From an optimization exercise on the open Yosys and OpenROAD flow, aimed at small area, a short achievable clock period and few clock cycles; shortcuts taken in it are not production practice. Function was checked by simulation only, so behaviour that the tests miss may differ from the original.

==> config.mk <==
export PLATFORM = sky130hd
export DESIGN_NAME = SP
export DESIGN_NICKNAME = SP
export VERILOG_FILES = /design/flow/design.v
export SDC_FILE = /design/flow/constraint.sdc
export NUM_CORES = 8
export LEC_CHECK = 0
export ABC_AREA = 1
export CAP_MARGIN = 20
export CORE_MARGIN = 2
export CORE_UTILIZATION = 40
export CTS_CLUSTER_DIAMETER = 150
export CTS_CLUSTER_SIZE = 25
export SLEW_MARGIN = 20
==> constraint.sdc <==
create_clock -name core_clock -period 115.0 [get_ports {clk}]
set_input_delay 23.0000 -clock core_clock [delete_from_list [all_inputs] [get_ports {clk}]]
set_output_delay 23.0000 -clock core_clock [all_outputs]
set_load 0.01 [all_outputs]
==> design.v <==
`timescale 1ns / 1ps
module SP(
input clk,
input rstn,
input in_valid,
input [15:0] in_data,
input [2:0] in_mode,
output reg out_valid,
output reg [15:0] out_data
    );
    function [8:0] inv_odd(input [7:0] k);
        case (k)
            8'd0: inv_odd = 9'd1;
            8'd1: inv_odd = 9'd170;
            8'd2: inv_odd = 9'd102;
            8'd3: inv_odd = 9'd291;
            8'd4: inv_odd = 9'd396;
            8'd5: inv_odd = 9'd324;
            8'd6: inv_odd = 9'd235;
            8'd7: inv_odd = 9'd34;
            8'd8: inv_odd = 9'd30;
            8'd9: inv_odd = 9'd134;
            8'd10: inv_odd = 9'd97;
            8'd11: inv_odd = 9'd332;
            8'd12: inv_odd = 9'd224;
            8'd13: inv_odd = 9'd132;
            8'd14: inv_odd = 9'd158;
            8'd15: inv_odd = 9'd312;
            8'd16: inv_odd = 9'd108;
            8'd17: inv_odd = 9'd160;
            8'd18: inv_odd = 9'd454;
            8'd19: inv_odd = 9'd248;
            8'd20: inv_odd = 9'd149;
            8'd21: inv_odd = 9'd438;
            8'd22: inv_odd = 9'd181;
            8'd23: inv_odd = 9'd65;
            8'd24: inv_odd = 9'd187;
            8'd25: inv_odd = 9'd10;
            8'd26: inv_odd = 9'd461;
            8'd27: inv_odd = 9'd472;
            8'd28: inv_odd = 9'd384;
            8'd29: inv_odd = 9'd440;
            8'd30: inv_odd = 9'd242;
            8'd31: inv_odd = 9'd202;
            8'd32: inv_odd = 9'd47;
            8'd33: inv_odd = 9'd38;
            8'd34: inv_odd = 9'd450;
            8'd35: inv_odd = 9'd466;
            8'd36: inv_odd = 9'd258;
            8'd37: inv_odd = 9'd414;
            8'd38: inv_odd = 9'd119;
            8'd39: inv_odd = 9'd58;
            8'd40: inv_odd = 9'd44;
            8'd41: inv_odd = 9'd92;
            8'd42: inv_odd = 9'd6;
            8'd43: inv_odd = 9'd392;
            8'd44: inv_odd = 9'd326;
            8'd45: inv_odd = 9'd179;
            8'd46: inv_odd = 9'd104;
            8'd47: inv_odd = 9'd434;
            8'd48: inv_odd = 9'd21;
            8'd49: inv_odd = 9'd36;
            8'd50: inv_odd = 9'd126;
            8'd51: inv_odd = 9'd425;
            8'd52: inv_odd = 9'd223;
            8'd53: inv_odd = 9'd333;
            8'd54: inv_odd = 9'd495;
            8'd55: inv_odd = 9'd321;
            8'd56: inv_odd = 9'd500;
            8'd57: inv_odd = 9'd270;
            8'd58: inv_odd = 9'd422;
            8'd59: inv_odd = 9'd77;
            8'd60: inv_odd = 9'd122;
            8'd61: inv_odd = 9'd389;
            8'd62: inv_odd = 9'd452;
            8'd63: inv_odd = 9'd505;
            8'd64: inv_odd = 9'd146;
            8'd65: inv_odd = 9'd136;
            8'd66: inv_odd = 9'd310;
            8'd67: inv_odd = 9'd230;
            8'd68: inv_odd = 9'd483;
            8'd69: inv_odd = 9'd260;
            8'd70: inv_odd = 9'd361;
            8'd71: inv_odd = 9'd299;
            8'd72: inv_odd = 9'd337;
            8'd73: inv_odd = 9'd232;
            8'd74: inv_odd = 9'd41;
            8'd75: inv_odd = 9'd209;
            8'd76: inv_odd = 9'd173;
            8'd77: inv_odd = 9'd266;
            8'd78: inv_odd = 9'd308;
            8'd79: inv_odd = 9'd493;
            8'd80: inv_odd = 9'd411;
            8'd81: inv_odd = 9'd178;
            8'd82: inv_odd = 9'd327;
            8'd83: inv_odd = 9'd445;
            8'd84: inv_odd = 9'd253;
            8'd85: inv_odd = 9'd128;
            8'd86: inv_odd = 9'd153;
            8'd87: inv_odd = 9'd32;
            8'd88: inv_odd = 9'd486;
            8'd89: inv_odd = 9'd91;
            8'd90: inv_odd = 9'd45;
            8'd91: inv_odd = 9'd420;
            8'd92: inv_odd = 9'd498;
            8'd93: inv_odd = 9'd49;
            8'd94: inv_odd = 9'd237;
            8'd95: inv_odd = 9'd8;
            8'd96: inv_odd = 9'd240;
            8'd97: inv_odd = 9'd355;
            8'd98: inv_odd = 9'd478;
            8'd99: inv_odd = 9'd376;
            8'd100: inv_odd = 9'd352;
            8'd101: inv_odd = 9'd168;
            8'd102: inv_odd = 9'd437;
            8'd103: inv_odd = 9'd150;
            8'd104: inv_odd = 9'd151;
            8'd105: inv_odd = 9'd234;
            8'd106: inv_odd = 9'd325;
            8'd107: inv_odd = 9'd393;
            8'd108: inv_odd = 9'd190;
            8'd109: inv_odd = 9'd86;
            8'd110: inv_odd = 9'd433;
            8'd111: inv_odd = 9'd105;
            8'd112: inv_odd = 9'd138;
            8'd113: inv_odd = 9'd74;
            8'd114: inv_odd = 9'd489;
            8'd115: inv_odd = 9'd379;
            8'd116: inv_odd = 9'd142;
            8'd117: inv_odd = 9'd13;
            8'd118: inv_odd = 9'd189;
            8'd119: inv_odd = 9'd394;
            8'd120: inv_odd = 9'd245;
            8'd121: inv_odd = 9'd354;
            8'd122: inv_odd = 9'd241;
            8'd123: inv_odd = 9'd441;
            8'd124: inv_odd = 9'd370;
            8'd125: inv_odd = 9'd436;
            8'd126: inv_odd = 9'd169;
            8'd127: inv_odd = 9'd2;
            8'd128: inv_odd = 9'd204;
            8'd129: inv_odd = 9'd283;
            8'd130: inv_odd = 9'd470;
            8'd131: inv_odd = 9'd60;
            8'd132: inv_odd = 9'd194;
            8'd133: inv_odd = 9'd448;
            8'd134: inv_odd = 9'd316;
            8'd135: inv_odd = 9'd216;
            8'd136: inv_odd = 9'd399;
            8'd137: inv_odd = 9'd298;
            8'd138: inv_odd = 9'd362;
            8'd139: inv_odd = 9'd374;
            8'd140: inv_odd = 9'd413;
            8'd141: inv_odd = 9'd259;
            8'd142: inv_odd = 9'd484;
            8'd143: inv_odd = 9'd94;
            8'd144: inv_odd = 9'd391;
            8'd145: inv_odd = 9'd7;
            8'd146: inv_odd = 9'd238;
            8'd147: inv_odd = 9'd88;
            8'd148: inv_odd = 9'd12;
            8'd149: inv_odd = 9'd143;
            8'd150: inv_odd = 9'd208;
            8'd151: inv_odd = 9'd42;
            8'd152: inv_odd = 9'd252;
            8'd153: inv_odd = 9'd446;
            8'd154: inv_odd = 9'd481;
            8'd155: inv_odd = 9'd491;
            8'd156: inv_odd = 9'd335;
            8'd157: inv_odd = 9'd244;
            8'd158: inv_odd = 9'd395;
            8'd159: inv_odd = 9'd292;
            8'd160: inv_odd = 9'd111;
            8'd161: inv_odd = 9'd457;
            8'd162: inv_odd = 9'd213;
            8'd163: inv_odd = 9'd165;
            8'd164: inv_odd = 9'd82;
            8'd165: inv_odd = 9'd346;
            8'd166: inv_odd = 9'd107;
            8'd167: inv_odd = 9'd313;
            8'd168: inv_odd = 9'd145;
            8'd169: inv_odd = 9'd506;
            8'd170: inv_odd = 9'd306;
            8'd171: inv_odd = 9'd463;
            8'd172: inv_odd = 9'd90;
            8'd173: inv_odd = 9'd487;
            8'd174: inv_odd = 9'd474;
            8'd175: inv_odd = 9'd480;
            8'd176: inv_odd = 9'd447;
            8'd177: inv_odd = 9'd195;
            8'd178: inv_odd = 9'd365;
            8'd179: inv_odd = 9'd302;
            8'd180: inv_odd = 9'd141;
            8'd181: inv_odd = 9'd380;
            8'd182: inv_odd = 9'd357;
            8'd183: inv_odd = 9'd276;
            8'd184: inv_odd = 9'd469;
            8'd185: inv_odd = 9'd284;
            8'd186: inv_odd = 9'd378;
            8'd187: inv_odd = 9'd490;
            8'd188: inv_odd = 9'd482;
            8'd189: inv_odd = 9'd231;
            8'd190: inv_odd = 9'd338;
            8'd191: inv_odd = 9'd408;
            8'd192: inv_odd = 9'd431;
            8'd193: inv_odd = 9'd388;
            8'd194: inv_odd = 9'd123;
            8'd195: inv_odd = 9'd289;
            8'd196: inv_odd = 9'd215;
            8'd197: inv_odd = 9'd317;
            8'd198: inv_odd = 9'd459;
            8'd199: inv_odd = 9'd273;
            8'd200: inv_odd = 9'd476;
            8'd201: inv_odd = 9'd24;
            8'd202: inv_odd = 9'd416;
            8'd203: inv_odd = 9'd504;
            8'd204: inv_odd = 9'd453;
            8'd205: inv_odd = 9'd161;
            8'd206: inv_odd = 9'd281;
            8'd207: inv_odd = 9'd222;
            8'd208: inv_odd = 9'd426;
            8'd209: inv_odd = 9'd164;
            8'd210: inv_odd = 9'd214;
            8'd211: inv_odd = 9'd290;
            8'd212: inv_odd = 9'd103;
            8'd213: inv_odd = 9'd180;
            8'd214: inv_odd = 9'd439;
            8'd215: inv_odd = 9'd385;
            8'd216: inv_odd = 9'd221;
            8'd217: inv_odd = 9'd282;
            8'd218: inv_odd = 9'd205;
            8'd219: inv_odd = 9'd429;
            8'd220: inv_odd = 9'd247;
            8'd221: inv_odd = 9'd455;
            8'd222: inv_odd = 9'd167;
            8'd223: inv_odd = 9'd353;
            8'd224: inv_odd = 9'd246;
            8'd225: inv_odd = 9'd430;
            8'd226: inv_odd = 9'd409;
            8'd227: inv_odd = 9'd443;
            8'd228: inv_odd = 9'd323;
            8'd229: inv_odd = 9'd397;
            8'd230: inv_odd = 9'd53;
            8'd231: inv_odd = 9'd343;
            8'd232: inv_odd = 9'd428;
            8'd233: inv_odd = 9'd206;
            8'd234: inv_odd = 9'd369;
            8'd235: inv_odd = 9'd442;
            8'd236: inv_odd = 9'd410;
            8'd237: inv_odd = 9'd494;
            8'd238: inv_odd = 9'd334;
            8'd239: inv_odd = 9'd492;
            8'd240: inv_odd = 9'd309;
            8'd241: inv_odd = 9'd137;
            8'd242: inv_odd = 9'd106;
            8'd243: inv_odd = 9'd347;
            8'd244: inv_odd = 9'd229;
            8'd245: inv_odd = 9'd311;
            8'd246: inv_odd = 9'd159;
            8'd247: inv_odd = 9'd109;
            8'd248: inv_odd = 9'd212;
            8'd249: inv_odd = 9'd458;
            8'd250: inv_odd = 9'd318;
            8'd251: inv_odd = 9'd424;
            8'd252: inv_odd = 9'd127;
            8'd253: inv_odd = 9'd254;
            8'd254: inv_odd = 9'd0;
            8'd255: inv_odd = 9'd255;
            default: inv_odd = 9'd0;
        endcase
    endfunction
    function [8:0] inv509(input [8:0] a);
        reg [8:0] x, v;
        begin
            x = a[0] ? a : 9'd509 - a;
            v = inv_odd(x[8:1]);
            inv509 = (a == 9'd510) ? 9'd1 : (!a[0] && a != 9'd0) ? 9'd509 - v : v;
        end
    endfunction
    function [8:0] fold16(input [15:0] x);
        reg [9:0] t;
        begin
            t = x[8:0] + {x[15:9], 1'b0} + x[15:9];    
            fold16 = t[8:0] + {t[9], t[9]};            
        end
    endfunction
    function [8:0] canon(input [8:0] x);
        canon = (x[8:2] == 7'h7f && x[1:0] != 2'd0) ? {7'd0, x[1:0] - 2'd1} : x;
    endfunction
    function [9:0] fold11(input [10:0] x);
        fold11 = x[8:0] + {x[10:9], 1'b0} + x[10:9];
    endfunction
    reg [4:0] ph;
    reg m0, m1, m2;
    reg [8:0] P;
    reg [1:0] z;
    reg [15:0] k0, k1, k2, k3, k4, k5;
    reg [9:0]  s0, s1, s2, s3, s4, s5;
    reg [2:0]  r0, r1, r2, r3, r4, r5;
    wire arr     = (ph >= 5'd3) && (ph <= 5'd8);
    wire proc_a  = (ph >= 5'd4) && (ph <= 5'd9);
    wire first   = (ph == 5'd4);
    wire is_t5   = (ph == 5'd9);
    wire proc_c  = m1 && (ph >= 5'd10) && (ph <= 5'd14);
    wire proc    = proc_a || proc_c;
    wire [8:0] a  = fold16(k0);    
    wire [8:0] h  = inv509(a);
    wire [8:0] b  = m0 ? h : a;
    wire [8:0] g  = m0 ? a : h;
    wire       bz = (b == 9'd0) || (b == 9'd509);
    wire       gz = (k0[8:0] == 9'd0);
    wire [8:0] yc = (z == 2'd0) ? k0[8:0] : ((z == 2'd1) && gz) ? 9'd1 : 9'd0;
    wire [8:0] mx = first ? 9'd1 : P;
    wire [8:0] my = proc_c ? yc : bz ? 9'd1 : b;
    wire [8:0] mp;
    mulmod509 mul(.x(mx), .y(my), .z(mp));
    wire [8:0] c5 = (z == 2'd0) ? P : 9'd0;
    wire [10:0] sa_sum = a + b + (m1 ? 9'd0 : b);
    wire [9:0] ns   = fold11(sa_sum);
    wire [15:0] nk  = proc_c ? {7'd0, mp} :
                      m1 ? {7'd0, (is_t5 ? c5 : g)} :
                      m0 ? {7'd0, h} : k0;
    wire ins = m2 && (m1 ? ((ph >= 5'd9) && (ph <= 5'd14)) : proc_a);
    wire [2:0] n = m1 ? (ph[2:0] - 3'd1) : (ph[2:0] - 3'd4);    
    wire v1 = (n >= 3'd1), v2 = (n >= 3'd2), v3 = (n >= 3'd3), v4 = (n >= 3'd4), v5 = (n >= 3'd5);
    wire l1 = nk < k1, l2 = nk < k2, l3 = nk < k3, l4 = nk < k4, l5 = nk < k5;
    wire i1 = ins & v1 & l1, i2 = ins & v2 & l2, i3 = ins & v3 & l3, i4 = ins & v4 & l4, i5 = ins & v5 & l5;
    wire [2:0] nr = (v1 & ~l1) + (v2 & ~l2) + (v3 & ~l3) + (v4 & ~l4) + (v5 & ~l5);
    wire [2:0] q1 = r1 + i1, q2 = r2 + i2, q3 = r3 + i3, q4 = r4 + i4, q5 = r5 + i5;
    wire win_a = !m1 && (ph >= 5'd9) && (ph <= 5'd14);
    wire win_b = m1 && !m2 && (ph >= 5'd10) && (ph <= 5'd15);
    wire win_c = m1 && m2 && (ph >= 5'd14) && (ph <= 5'd19);
    wire win   = win_a || win_b || win_c;
    wire [2:0] idx = ph[2:0] - (win_a ? 3'd1 : win_b ? 3'd2 : 3'd6);   
    wire e0 = !ins && (r0 == idx), e1 = (r1 == idx), e2 = (r2 == idx), e3 = (r3 == idx), e4 = (r4 == idx), e5 = (r5 == idx);
    wire [15:0] ksel = ({16{e0}} & k0) | ({16{e1}} & k1) | ({16{e2}} & k2) |
                       ({16{e3}} & k3) | ({16{e4}} & k4) | ({16{e5}} & k5);
    wire newmin = ins && ((e1 & l1) | (e2 & l2) | (e3 & l3) | (e4 & l4) | (e5 & l5));
    wire [8:0] nres = proc_c ? mp : m1 ? c5 : b;
    wire [8:0] dred = fold16(m2 ? ksel : k5);
    wire [8:0] dsrt = newmin ? nres : dred;
    wire [8:0] cself = proc_c ? mp : k0[8:0];
    wire [9:0] dd = (m1 && !m2) ? {cself, 1'b0} : {1'b0, dsrt};
    wire [9:0] sv = m1 ? (m2 ? s4 : s0) : s5;
    wire [8:0] xc = (m1 && m2) ? k4[8:0] : 9'd0;
    wire [10:0] e_base = sv + xc;
    wire [10:0] e_sum = e_base + dd;
    wire [9:0] ef = fold11(e_sum);
    wire [8:0] e = (ef >= 10'd509) ? ef - 10'd509 : ef[8:0];
    wire [4:0] last = !m1 ? 5'd14 : !m2 ? 5'd15 : 5'd19;
    always @(posedge clk) begin
        if (!rstn) begin
            ph <= 5'd0;
            out_valid <= 1'b0;
            out_data <= 16'd0;
        end else begin
            if (ph == 5'd0) ph <= in_valid ? 5'd1 : 5'd0;
            else if (ph == last) ph <= 5'd0;
            else ph <= ph + 5'd1;
            out_valid <= win;
            out_data <= win ? {7'd0, e} : 16'd0;
        end
    end
    always @(posedge clk) begin
        if (ph == 5'd0) m0 <= |in_mode;
        if (ph == 5'd1) m1 <= |in_mode;
        if (ph == 5'd2) m2 <= |in_mode;
        if (proc_a) begin
            P <= mp;
            z <= (first ? 2'd0 : z) + ((bz && !(z[1] && !first)) ? 2'd1 : 2'd0);
        end
        k0 <= arr ? in_data : k5;
        k1 <= proc ? nk : k0;
        k2 <= k1; k3 <= k2; k4 <= k3; k5 <= k4;
        s0 <= s5;
        s1 <= proc_a ? ns : s0;
        s2 <= s1; s3 <= s2; s4 <= s3; s5 <= s4;
        r0 <= q5;
        r1 <= proc ? nr : r0;
        r2 <= q1; r3 <= q2; r4 <= q3; r5 <= q4;
    end
endmodule
module mulmod509(input [8:0] x, input [8:0] y, output [8:0] z);
    wire w1;
    assign w1 = ~(x[0]&y[0]);
    wire w2;
    assign w2 = ~(x[0]&y[1]);
    wire w3;
    assign w3 = ~(x[0]&y[2]);
    wire w4;
    assign w4 = ~(x[0]&y[3]);
    wire w5;
    assign w5 = ~(x[0]&y[4]);
    wire w6;
    assign w6 = ~(x[0]&y[5]);
    wire w7;
    assign w7 = ~(x[0]&y[6]);
    wire w8;
    assign w8 = ~(x[0]&y[7]);
    wire w9;
    assign w9 = ~(x[0]&y[8]);
    wire w10;
    assign w10 = ~(x[1]&y[0]);
    wire w11;
    assign w11 = ~(x[1]&y[1]);
    wire w12;
    assign w12 = ~(x[1]&y[2]);
    wire w13;
    assign w13 = ~(x[1]&y[3]);
    wire w14;
    assign w14 = ~(x[1]&y[4]);
    wire w15;
    assign w15 = ~(x[1]&y[5]);
    wire w16;
    assign w16 = ~(x[1]&y[6]);
    wire w17;
    assign w17 = ~(x[1]&y[7]);
    wire w18;
    assign w18 = ~(x[1]&y[8]);
    wire w19;
    assign w19 = ~(x[2]&y[0]);
    wire w20;
    assign w20 = ~(x[2]&y[1]);
    wire w21;
    assign w21 = ~(x[2]&y[2]);
    wire w22;
    assign w22 = ~(x[2]&y[3]);
    wire w23;
    assign w23 = ~(x[2]&y[4]);
    wire w24;
    assign w24 = ~(x[2]&y[5]);
    wire w25;
    assign w25 = ~(x[2]&y[6]);
    wire w26;
    assign w26 = ~(x[2]&y[7]);
    wire w27;
    assign w27 = ~(x[2]&y[8]);
    wire w28;
    assign w28 = ~(x[3]&y[0]);
    wire w29;
    assign w29 = ~(x[3]&y[1]);
    wire w30;
    assign w30 = ~(x[3]&y[2]);
    wire w31;
    assign w31 = ~(x[3]&y[3]);
    wire w32;
    assign w32 = ~(x[3]&y[4]);
    wire w33;
    assign w33 = ~(x[3]&y[5]);
    wire w34;
    assign w34 = ~(x[3]&y[6]);
    wire w35;
    assign w35 = ~(x[3]&y[7]);
    wire w36;
    assign w36 = ~(x[3]&y[8]);
    wire w37;
    assign w37 = ~(x[4]&y[0]);
    wire w38;
    assign w38 = ~(x[4]&y[1]);
    wire w39;
    assign w39 = ~(x[4]&y[2]);
    wire w40;
    assign w40 = ~(x[4]&y[3]);
    wire w41;
    assign w41 = ~(x[4]&y[4]);
    wire w42;
    assign w42 = ~(x[4]&y[5]);
    wire w43;
    assign w43 = ~(x[4]&y[6]);
    wire w44;
    assign w44 = ~(x[4]&y[7]);
    wire w45;
    assign w45 = ~(x[4]&y[8]);
    wire w46;
    assign w46 = ~(x[5]&y[0]);
    wire w47;
    assign w47 = ~(x[5]&y[1]);
    wire w48;
    assign w48 = ~(x[5]&y[2]);
    wire w49;
    assign w49 = ~(x[5]&y[3]);
    wire w50;
    assign w50 = ~(x[5]&y[4]);
    wire w51;
    assign w51 = ~(x[5]&y[5]);
    wire w52;
    assign w52 = ~(x[5]&y[6]);
    wire w53;
    assign w53 = ~(x[5]&y[7]);
    wire w54;
    assign w54 = ~(x[5]&y[8]);
    wire w55;
    assign w55 = ~(x[6]&y[0]);
    wire w56;
    assign w56 = ~(x[6]&y[1]);
    wire w57;
    assign w57 = ~(x[6]&y[2]);
    wire w58;
    assign w58 = ~(x[6]&y[3]);
    wire w59;
    assign w59 = ~(x[6]&y[4]);
    wire w60;
    assign w60 = ~(x[6]&y[5]);
    wire w61;
    assign w61 = ~(x[6]&y[6]);
    wire w62;
    assign w62 = ~(x[6]&y[7]);
    wire w63;
    assign w63 = ~(x[6]&y[8]);
    wire w64;
    assign w64 = ~(x[7]&y[0]);
    wire w65;
    assign w65 = ~(x[7]&y[1]);
    wire w66;
    assign w66 = ~(x[7]&y[2]);
    wire w67;
    assign w67 = ~(x[7]&y[3]);
    wire w68;
    assign w68 = ~(x[7]&y[4]);
    wire w69;
    assign w69 = ~(x[7]&y[5]);
    wire w70;
    assign w70 = ~(x[7]&y[6]);
    wire w71;
    assign w71 = ~(x[7]&y[7]);
    wire w72;
    assign w72 = ~(x[7]&y[8]);
    wire w73;
    assign w73 = ~(x[8]&y[0]);
    wire w74;
    assign w74 = ~(x[8]&y[1]);
    wire w75;
    assign w75 = ~(x[8]&y[2]);
    wire w76;
    assign w76 = ~(x[8]&y[3]);
    wire w77;
    assign w77 = ~(x[8]&y[4]);
    wire w78;
    assign w78 = ~(x[8]&y[5]);
    wire w79;
    assign w79 = ~(x[8]&y[6]);
    wire w80;
    assign w80 = ~(x[8]&y[7]);
    wire w81;
    assign w81 = ~(x[8]&y[8]);
    wire w82;
    wire w83;
    assign w82 = w74^w66^w58;
    assign w83 = (w74&w66)|(w74&w58)|(w66&w58);
    wire w84;
    wire w85;
    assign w84 = w50^w42^w34;
    assign w85 = (w50&w42)|(w50&w34)|(w42&w34);
    wire w86;
    wire w87;
    assign w86 = w26^w18^w1;
    assign w87 = (w26&w18)|(w26&w1)|(w18&w1);
    wire w88;
    wire w89;
    assign w88 = w75^w74^w67;
    assign w89 = (w75&w74)|(w75&w67)|(w74&w67);
    wire w90;
    wire w91;
    assign w90 = w66^w59^w58;
    assign w91 = (w66&w59)|(w66&w58)|(w59&w58);
    wire w92;
    wire w93;
    assign w92 = w51^w50^w43;
    assign w93 = (w51&w50)|(w51&w43)|(w50&w43);
    wire w94;
    wire w95;
    assign w94 = w42^w35^w34;
    assign w95 = (w42&w35)|(w42&w34)|(w35&w34);
    wire w96;
    wire w97;
    assign w96 = w27^w26^w18;
    assign w97 = (w27&w26)|(w27&w18)|(w26&w18);
    wire w98;
    wire w99;
    assign w98 = w76^w75^w68;
    assign w99 = (w76&w75)|(w76&w68)|(w75&w68);
    wire w100;
    wire w101;
    assign w100 = w67^w60^w59;
    assign w101 = (w67&w60)|(w67&w59)|(w60&w59);
    wire w102;
    wire w103;
    assign w102 = w52^w51^w44;
    assign w103 = (w52&w51)|(w52&w44)|(w51&w44);
    wire w104;
    wire w105;
    assign w104 = w43^w36^w35;
    assign w105 = (w43&w36)|(w43&w35)|(w36&w35);
    wire w106;
    wire w107;
    assign w106 = w27^w19^w11;
    assign w107 = (w27&w19)|(w27&w11)|(w19&w11);
    wire w108;
    wire w109;
    assign w108 = w77^w76^w69;
    assign w109 = (w77&w76)|(w77&w69)|(w76&w69);
    wire w110;
    wire w111;
    assign w110 = w68^w61^w60;
    assign w111 = (w68&w61)|(w68&w60)|(w61&w60);
    wire w112;
    wire w113;
    assign w112 = w53^w52^w45;
    assign w113 = (w53&w52)|(w53&w45)|(w52&w45);
    wire w114;
    wire w115;
    assign w114 = w44^w36^w28;
    assign w115 = (w44&w36)|(w44&w28)|(w36&w28);
    wire w116;
    wire w117;
    assign w116 = w20^w12^w4;
    assign w117 = (w20&w12)|(w20&w4)|(w12&w4);
    wire w118;
    wire w119;
    assign w118 = w78^w77^w70;
    assign w119 = (w78&w77)|(w78&w70)|(w77&w70);
    wire w120;
    wire w121;
    assign w120 = w69^w62^w61;
    assign w121 = (w69&w62)|(w69&w61)|(w62&w61);
    wire w122;
    wire w123;
    assign w122 = w54^w53^w45;
    assign w123 = (w54&w53)|(w54&w45)|(w53&w45);
    wire w124;
    wire w125;
    assign w124 = w37^w29^w21;
    assign w125 = (w37&w29)|(w37&w21)|(w29&w21);
    wire w126;
    wire w127;
    assign w126 = w79^w78^w71;
    assign w127 = (w79&w78)|(w79&w71)|(w78&w71);
    wire w128;
    wire w129;
    assign w128 = w70^w63^w62;
    assign w129 = (w70&w63)|(w70&w62)|(w63&w62);
    wire w130;
    wire w131;
    assign w130 = w54^w46^w38;
    assign w131 = (w54&w46)|(w54&w38)|(w46&w38);
    wire w132;
    wire w133;
    assign w132 = w30^w22^w14;
    assign w133 = (w30&w22)|(w30&w14)|(w22&w14);
    wire w134;
    wire w135;
    assign w134 = w80^w79^w72;
    assign w135 = (w80&w79)|(w80&w72)|(w79&w72);
    wire w136;
    wire w137;
    assign w136 = w71^w63^w55;
    assign w137 = (w71&w63)|(w71&w55)|(w63&w55);
    wire w138;
    wire w139;
    assign w138 = w47^w39^w31;
    assign w139 = (w47&w39)|(w47&w31)|(w39&w31);
    wire w140;
    wire w141;
    assign w140 = w23^w15^w7;
    assign w141 = (w23&w15)|(w23&w7)|(w15&w7);
    wire w142;
    wire w143;
    assign w142 = w81^w80^w72;
    assign w143 = (w81&w80)|(w81&w72)|(w80&w72);
    wire w144;
    wire w145;
    assign w144 = w64^w56^w48;
    assign w145 = (w64&w56)|(w64&w48)|(w56&w48);
    wire w146;
    wire w147;
    assign w146 = w40^w32^w24;
    assign w147 = (w40&w32)|(w40&w24)|(w32&w24);
    wire w148;
    wire w149;
    assign w148 = w81^w73^w65;
    assign w149 = (w81&w73)|(w81&w65)|(w73&w65);
    wire w150;
    wire w151;
    assign w150 = w57^w49^w41;
    assign w151 = (w57&w49)|(w57&w41)|(w49&w41);
    wire w152;
    wire w153;
    assign w152 = w33^w25^w17;
    assign w153 = (w33&w25)|(w33&w17)|(w25&w17);
    wire w154;
    wire w155;
    assign w154 = w86^w84^w82;
    assign w155 = (w86&w84)|(w86&w82)|(w84&w82);
    wire w156;
    wire w157;
    assign w156 = w10^w2^w96;
    assign w157 = (w10&w2)|(w10&w96)|(w2&w96);
    wire w158;
    wire w159;
    assign w158 = w94^w92^w90;
    assign w159 = (w94&w92)|(w94&w90)|(w92&w90);
    wire w160;
    wire w161;
    assign w160 = w88^w87^w85;
    assign w161 = (w88&w87)|(w88&w85)|(w87&w85);
    wire w162;
    wire w163;
    assign w162 = w3^w106^w104;
    assign w163 = (w3&w106)|(w3&w104)|(w106&w104);
    wire w164;
    wire w165;
    assign w164 = w102^w100^w98;
    assign w165 = (w102&w100)|(w102&w98)|(w100&w98);
    wire w166;
    wire w167;
    assign w166 = w97^w95^w93;
    assign w167 = (w97&w95)|(w97&w93)|(w95&w93);
    wire w168;
    wire w169;
    assign w168 = w116^w114^w112;
    assign w169 = (w116&w114)|(w116&w112)|(w114&w112);
    wire w170;
    wire w171;
    assign w170 = w110^w108^w107;
    assign w171 = (w110&w108)|(w110&w107)|(w108&w107);
    wire w172;
    wire w173;
    assign w172 = w105^w103^w101;
    assign w173 = (w105&w103)|(w105&w101)|(w103&w101);
    wire w174;
    wire w175;
    assign w174 = w13^w5^w124;
    assign w175 = (w13&w5)|(w13&w124)|(w5&w124);
    wire w176;
    wire w177;
    assign w176 = w122^w120^w118;
    assign w177 = (w122&w120)|(w122&w118)|(w120&w118);
    wire w178;
    wire w179;
    assign w178 = w117^w115^w113;
    assign w179 = (w117&w115)|(w117&w113)|(w115&w113);
    wire w180;
    wire w181;
    assign w180 = w6^w132^w130;
    assign w181 = (w6&w132)|(w6&w130)|(w132&w130);
    wire w182;
    wire w183;
    assign w182 = w128^w126^w125;
    assign w183 = (w128&w126)|(w128&w125)|(w126&w125);
    wire w184;
    wire w185;
    assign w184 = w123^w121^w119;
    assign w185 = (w123&w121)|(w123&w119)|(w121&w119);
    wire w186;
    wire w187;
    assign w186 = w140^w138^w136;
    assign w187 = (w140&w138)|(w140&w136)|(w138&w136);
    wire w188;
    wire w189;
    assign w188 = w134^w133^w131;
    assign w189 = (w134&w133)|(w134&w131)|(w133&w131);
    wire w190;
    wire w191;
    assign w190 = w16^w8^w146;
    assign w191 = (w16&w8)|(w16&w146)|(w8&w146);
    wire w192;
    wire w193;
    assign w192 = w144^w142^w141;
    assign w193 = (w144&w142)|(w144&w141)|(w142&w141);
    wire w194;
    wire w195;
    assign w194 = w139^w137^w135;
    assign w195 = (w139&w137)|(w139&w135)|(w137&w135);
    wire w196;
    wire w197;
    assign w196 = w9^w152^w150;
    assign w197 = (w9&w152)|(w9&w150)|(w152&w150);
    wire w198;
    wire w199;
    assign w198 = w148^w147^w145;
    assign w199 = (w148&w147)|(w148&w145)|(w147&w145);
    wire w200;
    wire w201;
    assign w200 = w153^w151^w149;
    assign w201 = (w153&w151)|(w153&w149)|(w151&w149);
    wire w202;
    wire w203;
    assign w202 = w83^w160^w158;
    assign w203 = (w83&w160)|(w83&w158)|(w160&w158);
    wire w204;
    wire w205;
    assign w204 = w91^w89^w166;
    assign w205 = (w91&w89)|(w91&w166)|(w89&w166);
    wire w206;
    wire w207;
    assign w206 = w164^w162^w161;
    assign w207 = (w164&w162)|(w164&w161)|(w162&w161);
    wire w208;
    wire w209;
    assign w208 = w99^w172^w170;
    assign w209 = (w99&w172)|(w99&w170)|(w172&w170);
    wire w210;
    wire w211;
    assign w210 = w168^w167^w165;
    assign w211 = (w168&w167)|(w168&w165)|(w167&w165);
    wire w212;
    wire w213;
    assign w212 = w111^w109^w178;
    assign w213 = (w111&w109)|(w111&w178)|(w109&w178);
    wire w214;
    wire w215;
    assign w214 = w176^w174^w173;
    assign w215 = (w176&w174)|(w176&w173)|(w174&w173);
    wire w216;
    wire w217;
    assign w216 = w184^w182^w180;
    assign w217 = (w184&w182)|(w184&w180)|(w182&w180);
    wire w218;
    wire w219;
    assign w218 = w179^w177^w175;
    assign w219 = (w179&w177)|(w179&w175)|(w177&w175);
    wire w220;
    wire w221;
    assign w220 = w129^w127^w188;
    assign w221 = (w129&w127)|(w129&w188)|(w127&w188);
    wire w222;
    wire w223;
    assign w222 = w186^w185^w183;
    assign w223 = (w186&w185)|(w186&w183)|(w185&w183);
    wire w224;
    wire w225;
    assign w224 = w194^w192^w190;
    assign w225 = (w194&w192)|(w194&w190)|(w192&w190);
    wire w226;
    wire w227;
    assign w226 = w143^w198^w196;
    assign w227 = (w143&w198)|(w143&w196)|(w198&w196);
    wire w228;
    wire w229;
    assign w228 = w195^w193^w191;
    assign w229 = (w195&w193)|(w195&w191)|(w193&w191);
    wire w230;
    wire w231;
    assign w230 = w200^w199^w197;
    assign w231 = (w200&w199)|(w200&w197)|(w199&w197);
    wire w232;
    wire w233;
    assign w232 = w156^w155^w202;
    assign w233 = (w156&w155)|(w156&w202)|(w155&w202);
    wire w234;
    wire w235;
    assign w234 = w159^w157^w206;
    assign w235 = (w159&w157)|(w159&w206)|(w157&w206);
    wire w236;
    wire w237;
    assign w236 = w163^w210^w208;
    assign w237 = (w163&w210)|(w163&w208)|(w210&w208);
    wire w238;
    wire w239;
    assign w238 = w171^w169^w214;
    assign w239 = (w171&w169)|(w171&w214)|(w169&w214);
    wire w240;
    wire w241;
    assign w240 = w212^w211^w209;
    assign w241 = (w212&w211)|(w212&w209)|(w211&w209);
    wire w242;
    wire w243;
    assign w242 = w218^w216^w215;
    assign w243 = (w218&w216)|(w218&w215)|(w216&w215);
    wire w244;
    wire w245;
    assign w244 = w181^w222^w220;
    assign w245 = (w181&w222)|(w181&w220)|(w222&w220);
    wire w246;
    wire w247;
    assign w246 = w189^w187^w224;
    assign w247 = (w189&w187)|(w189&w224)|(w187&w224);
    wire w248;
    wire w249;
    assign w248 = w228^w226^w225;
    assign w249 = (w228&w226)|(w228&w225)|(w226&w225);
    wire w250;
    wire w251;
    assign w250 = w230^w229^w227;
    assign w251 = (w230&w229)|(w230&w227)|(w229&w227);
    wire w252;
    wire w253;
    assign w252 = w204^w203^w234;
    assign w253 = (w204&w203)|(w204&w234)|(w203&w234);
    wire w254;
    wire w255;
    assign w254 = w207^w205^w236;
    assign w255 = (w207&w205)|(w207&w236)|(w205&w236);
    wire w256;
    wire w257;
    assign w256 = w240^w238^w237;
    assign w257 = (w240&w238)|(w240&w237)|(w238&w237);
    wire w258;
    wire w259;
    assign w258 = w213^w242^w241;
    assign w259 = (w213&w242)|(w213&w241)|(w242&w241);
    wire w260;
    wire w261;
    assign w260 = w219^w217^w244;
    assign w261 = (w219&w217)|(w219&w244)|(w217&w244);
    wire w262;
    wire w263;
    assign w262 = w223^w221^w246;
    assign w263 = (w223&w221)|(w223&w246)|(w221&w246);
    wire w264;
    wire w265;
    assign w264 = w201^w231^w251;
    assign w265 = (w201&w231)|(w201&w251)|(w231&w251);
    wire w266;
    wire w267;
    assign w266 = w235^w254^w253;
    assign w267 = (w235&w254)|(w235&w253)|(w254&w253);
    wire w268;
    wire w269;
    assign w268 = w239^w258^w257;
    assign w269 = (w239&w258)|(w239&w257)|(w258&w257);
    wire w270;
    wire w271;
    assign w270 = w243^w260^w259;
    assign w271 = (w243&w260)|(w243&w259)|(w260&w259);
    wire w272;
    wire w273;
    assign w272 = w245^w262^w261;
    assign w273 = (w245&w262)|(w245&w261)|(w262&w261);
    wire w274;
    wire w275;
    assign w274 = w248^w247^w263;
    assign w275 = (w248&w247)|(w248&w263)|(w247&w263);
    wire w276;
    wire w277;
    assign w276 = w256^w255^w267;
    assign w277 = (w256&w255)|(w256&w267)|(w255&w267);
    wire w278;
    wire w279;
    assign w278 = w250^w249^w275;
    assign w279 = (w250&w249)|(w250&w275)|(w249&w275);
    wire [13:0] ra = {1'b1,1'b1,w265,w279,w278,w273,w271,w269,w277,w276,w266,w252,w232,w154};
    wire [13:0] rb = {1'b1,1'b1,1'b1,w264,1'b1,w274,w272,w270,w268,1'b1,1'b1,w233,1'b1,1'b1};
    wire [13:0] t = (~ra) + (~rb);
    wire [9:0] u = t[8:0] + {t[13:9],1'b0} + t[13:9];
    assign z = (u >= 10'd509) ? u - 10'd509 : u[8:0];
endmodule
==> flow/run.sh <==
#!/bin/bash
# The standard layout (standard.sh), with two changes:
#  - synthesis skips the fine-grained "abc -fast" pass inside yosys's synth
#    (SYNTH_ARGS=-noabc); the final ABC mapping still runs, registers are untouched
#  - the input and output ports are buffered with buf_2 cells
# Each step's full output goes to a log file in this folder.
set -euo pipefail
ARGS=(SYNTH_ARGS=-noabc "BUFFER_PORTS_ARGS=-buffer_cell sky130_fd_sc_hd__buf_2")
bash standard.sh "${ARGS[@]}" synth > synth.log 2>&1
bash standard.sh "${ARGS[@]}" finish > layout.log 2>&1
==> standard.sh <==
#!/bin/bash
# synth_recipe.tcl (not shown) runs the flow's synth.tcl, then flattens the netlist and writes it again
# the make line also repeats each setting of config.mk as NAME=value (left out here)
make -C /OpenROAD-flow-scripts/flow DESIGN_CONFIG=/design/flow/config.mk WORK_HOME=/design/flow/orfs CLKGATE_MAP_FILE= SYNTH_SCRIPT=/design/flow/synth_recipe.tcl "${@:-finish}"
==> run notes <==
==> cells in the mapped netlist, types with 2 or more instances <==
master / count / share of area [%]
nand2_1: 698 / 13
inv_1: 365 / 6.9
nand3_1: 308 / 7.8
a21oi_1: 210 / 5.3
dfxtp_1: 189 / 19
ha_1: 174 / 11
nor2_1: 156 / 2.9
fa_1: 146 / 15
o21ai_0: 113 / 2.8
xor2_1: 54 / 2.4
nand4_1: 39 / 1.2
buf_2: 38 / 0.96
clkbuf_1: 36 / 0.68
o22ai_1: 36 / 1.1
buf_4: 20 / 0.76
nor3_1: 20 / 0.50
xnor2_1: 20 / 0.88
inv_2: 17 / 0.32
nand2_2: 17 / 0.53
o211ai_1: 17 / 0.64
nand3_2: 16 / 0.81
edfxtp_1: 14 / 2.1
a21o_1: 11 / 0.42
o21bai_1: 11 / 0.42
a31oi_1: 10 / 0.31
or2_2: 9 / 0.28
o221ai_1: 7 / 0.31
o21ai_1: 6 / 0.15
and2_1: 5 / 0.16
clkinv_1: 5 / 0.094
a221oi_1: 3 / 0.13
a32oi_1: 3 / 0.13
nor2_2: 3 / 0.094
o31ai_1: 3 / 0.11
a21boi_0: 2 / 0.075
buf_1: 2 / 0.038
nor3b_1: 2 / 0.075
nor4_1: 2 / 0.063
o2111ai_1: 2 / 0.088
==> worst max-delay path: cells and delay by family, from the launching register on <==
kind | cells | cell delay, ns
flops | 1 | 0.51
compound gates | 28 | 4.54
fa+ha+maj | 23 | 9.77
buf+inv | 17 | 2.27
xor+xnor | 5 | 1.11
simple gates | 42 | 6.57
==> registers in the layout (all words and copies together) (netlist names), 2 cells and up <==
name,count
s2,10
r5,3
s3,10
k4,16
r2,3
r4,3
r1,3
s4,10
k0,16
k1,16
out_data,9
s5,10
r3,3
k5,16
P,9
z,2
k2,16
s1,10
k3,16
ph,5
s0,10
r0,3
==> how the worst max path moves through the flow <==
stage                        startpoint                     end  slack [ns]  cells past startpoint
final                     k0[1]$_DFF_P_  out_data[4]$_SDFF_PN0_       90.05                    115
after floorplan              in_mode[0]            m0$_DFFE_PN_       91.35                      1
after detailed placement  k0[1]$_DFF_P_  out_data[5]$_SDFF_PN0_       90.55                    117
after CTS                 k0[1]$_DFF_P_  out_data[5]$_SDFF_PN0_       90.41                    117
after global placement             rstn  out_data[2]$_SDFF_PN0_       91.16                      5
after global routing      k0[1]$_DFF_P_  out_data[5]$_SDFF_PN0_       87.98                    118
==> cell type report <==
type / instances / area share (%)
clock buffers: 13 / 1.46
clock inverters: 4 / 0.216
inverters: 387 / 6.96
multi-input cells: 2119 / 65.9
flip-flops and latches: 203 / 20.1
well taps: 664 / 3.98
repair buffers: 47 / 1.32
==> cells by family after synthesis <==
kind of cell,Yosys count
muxes,1
DFF,203
buffers and inverters,484
and+or+nand+nor,1279
other,1
AOI/OAI and AO/OA,437
adders and majority gates,320
xor gates and xnor gates,75
==> metal layers <==
metal  up-vias  share of wire, %
met2       804                47
met1      9003                42
met4         0               3.6
met3       153               7.7
li1       9091                 -
met5         -                 0
==> impl_metrics.tcl <==
set metrics [dict create \
    hold_viol_final 0 \
    num_antenna_cells 0 \
    grt_util_met3_pct 3.42 \
    cts_buffers 12 \
    slowest_stage "fa_1" \
    r2r_slack_ns 90.05 \
    ys_types 50 \
    grt_usage_pct 26.1 \
    synth_top_family_by_area "simple AND/OR/NAND/NOR gates" \
    ys.flop_type "dfxtp_1" \
    vias 19100 \
    fin_hold_ws_ns 0.329 \
    yosys_register_bits 203 \
    layoutNonFillerInstCount 3437 \
    regArea_mm2 0.00420 \
    wire_per_inst_um 19.6 \
    grt_use_met2_pct 44.1 \
    clkTransAtPathRegs_ns 0.11 \
    crit_path_max_fanout 74 \
    final_util_pct 42.5 \
    drc_errors 0 \
    dp.cells 3420 \
    fill_cells 5152 \
    die-area_mm2 0.0515 \
    synth-xor-area-share_pct 3.34 \
    first_iter_violations 2002 \
    worstMarginPinSlew_ns 1.11 \
    grt_start_max_net_pins 76 \
    cts_max_path_buffers 3 \
    final_cell_area_mm2 0.0209 \
    cp.required_ns 115.36 \
    hold_buffers 0 \
    clock-sinks 203 \
    min_path_cells 0 \
    reg2reg_depth 115 \
    synth_edf_count 14 \
    area_growth_pct 4.96 \
    r2r-start "k0[1]$_DFF_P_" \
    drt-total-wl_um 67400 \
    postSynthCellCount 2800 \
    setup_viol 0 \
    hold_path_startpoint "s1[3]$_DFF_P_" \
    yosysWarnings 1 \
    report.final.slew_viol_count 0 \
    async_reset_ff_share_pct 0 \
    clock_skew_ns 0.0680 \
    grt.overflow.total 0 \
    dr.pass1.iters 6 \
    dp_hpwl_um 53000 \
    grt_pass1_wl_um 104000 \
    grt_pass1_vias 18700 \
    relSlewSlack_pct 25.9 \
    crit_path_end_kind "register" \
    rr_endpoint "out_data[4]$_SDFF_PN0_" \
    dieHeight_um 227 \
    layout_common_cells "nand2_1 (697), inv_1 (365), nand3_1 (308), a21oi_1 (210), dfxtp_1 (189)" \
    fin_ws_ns 90.05 \
    synthMuxAreaShare_pct 0.0566 \
    status "complete, no violations" \
    num_rows 81 \
    syn_area_per_cell_um2 7.10 \
    cts_max_level 1 \
    syn_area_mm2 0.0199 \
    tritoncts "done" \
    gr-usage-met1_pct 34.7 \
    gp_congestion 0.997 \
    io_buffers 31 \
    drv_cap 0 \
    critical_path.most_common_cell "nand2_1" \
    fmax_mhz 40.1 \
    synth-compound-area-share_pct 12.2 \
    finalWorstPathRequiredPeriod_ns 24.95 \
    antenna_found_initial 0 \
    vias_per_cell 5.54 \
    fin_crit_sh_pct 21.7 \
    grt-busiest-layer "met2" \
    nets 3112 \
    synthSimpleGateAreaFrac_pct 27.8 \
    dp_slack_ns 90.55 \
    worstSkewPairLatency_ns 0.53 \
    start_kind "register" \
    pin_count 39 \
    ant_nets 0 \
    ys_seq_area_share_pct 21.1 \
    hp-class "reg2reg" \
    slowest_delay_ns 0.91 \
    arrival_ns 25.31 \
    clockRootBuffer "clkbuf_16" \
    initial_core_util_pct 40.5 \
    hold_end "s2[3]$_DFF_P_" \
    grt_setup_unrepaired "no" \
    core_area_mm2 0.0491 \
    cts_resized 0 \
    drive_gt1_share_pct 4.69 \
    die_x_um 227 \
    post_dp_cell_area_mm2 0.0205 \
    setup_tns_ns 0 \
    synth_adder_area_share_pct 25.6 \
    multi_input_area_mm2 0.0138 \
    path_class "reg2reg" \
    postCtsSetupBuffers 0 \
    mostFrequentLayoutCell "nand2_1" \
]
Testbench counts, summed over its fixed seeds: cycles 21,177.

## re-timing with driven ports
How much do the figures lean on ideal ports? The routed layout below was timed once more, with nothing changed but the port constraints. Step 1 (the two cells are an assumption about what drives the block):
set clk [get_ports {clk}]
set_driving_cell -lib_cell sky130_fd_sc_hd__clkbuf_16 $clk
set_driving_cell -lib_cell sky130_fd_sc_hd__buf_2 [delete_from_list [all_inputs] $clk]
Step 2 moves the port delays by t, midway between the first and last clock arrival at a register: inputs arrive t later, outputs are due t later. That takes back most of the time a late clock gives input paths. Three values: ideal, step 1, step 2; two values: the first two.
shift t [ns]: 0.551
setup WS [ns]: 90.053 / 90.053 / 90.053
worst hold slack (ns): 0.329 / 0.329 / 0.329
worst setup path after step 2: register to register
worst slew at a driven data input, ns: 0.03
After both steps setup and hold are still met in this run. The setup slack of this run moves by 0.000 ns with the drivers and by 0.000 ns with both steps.
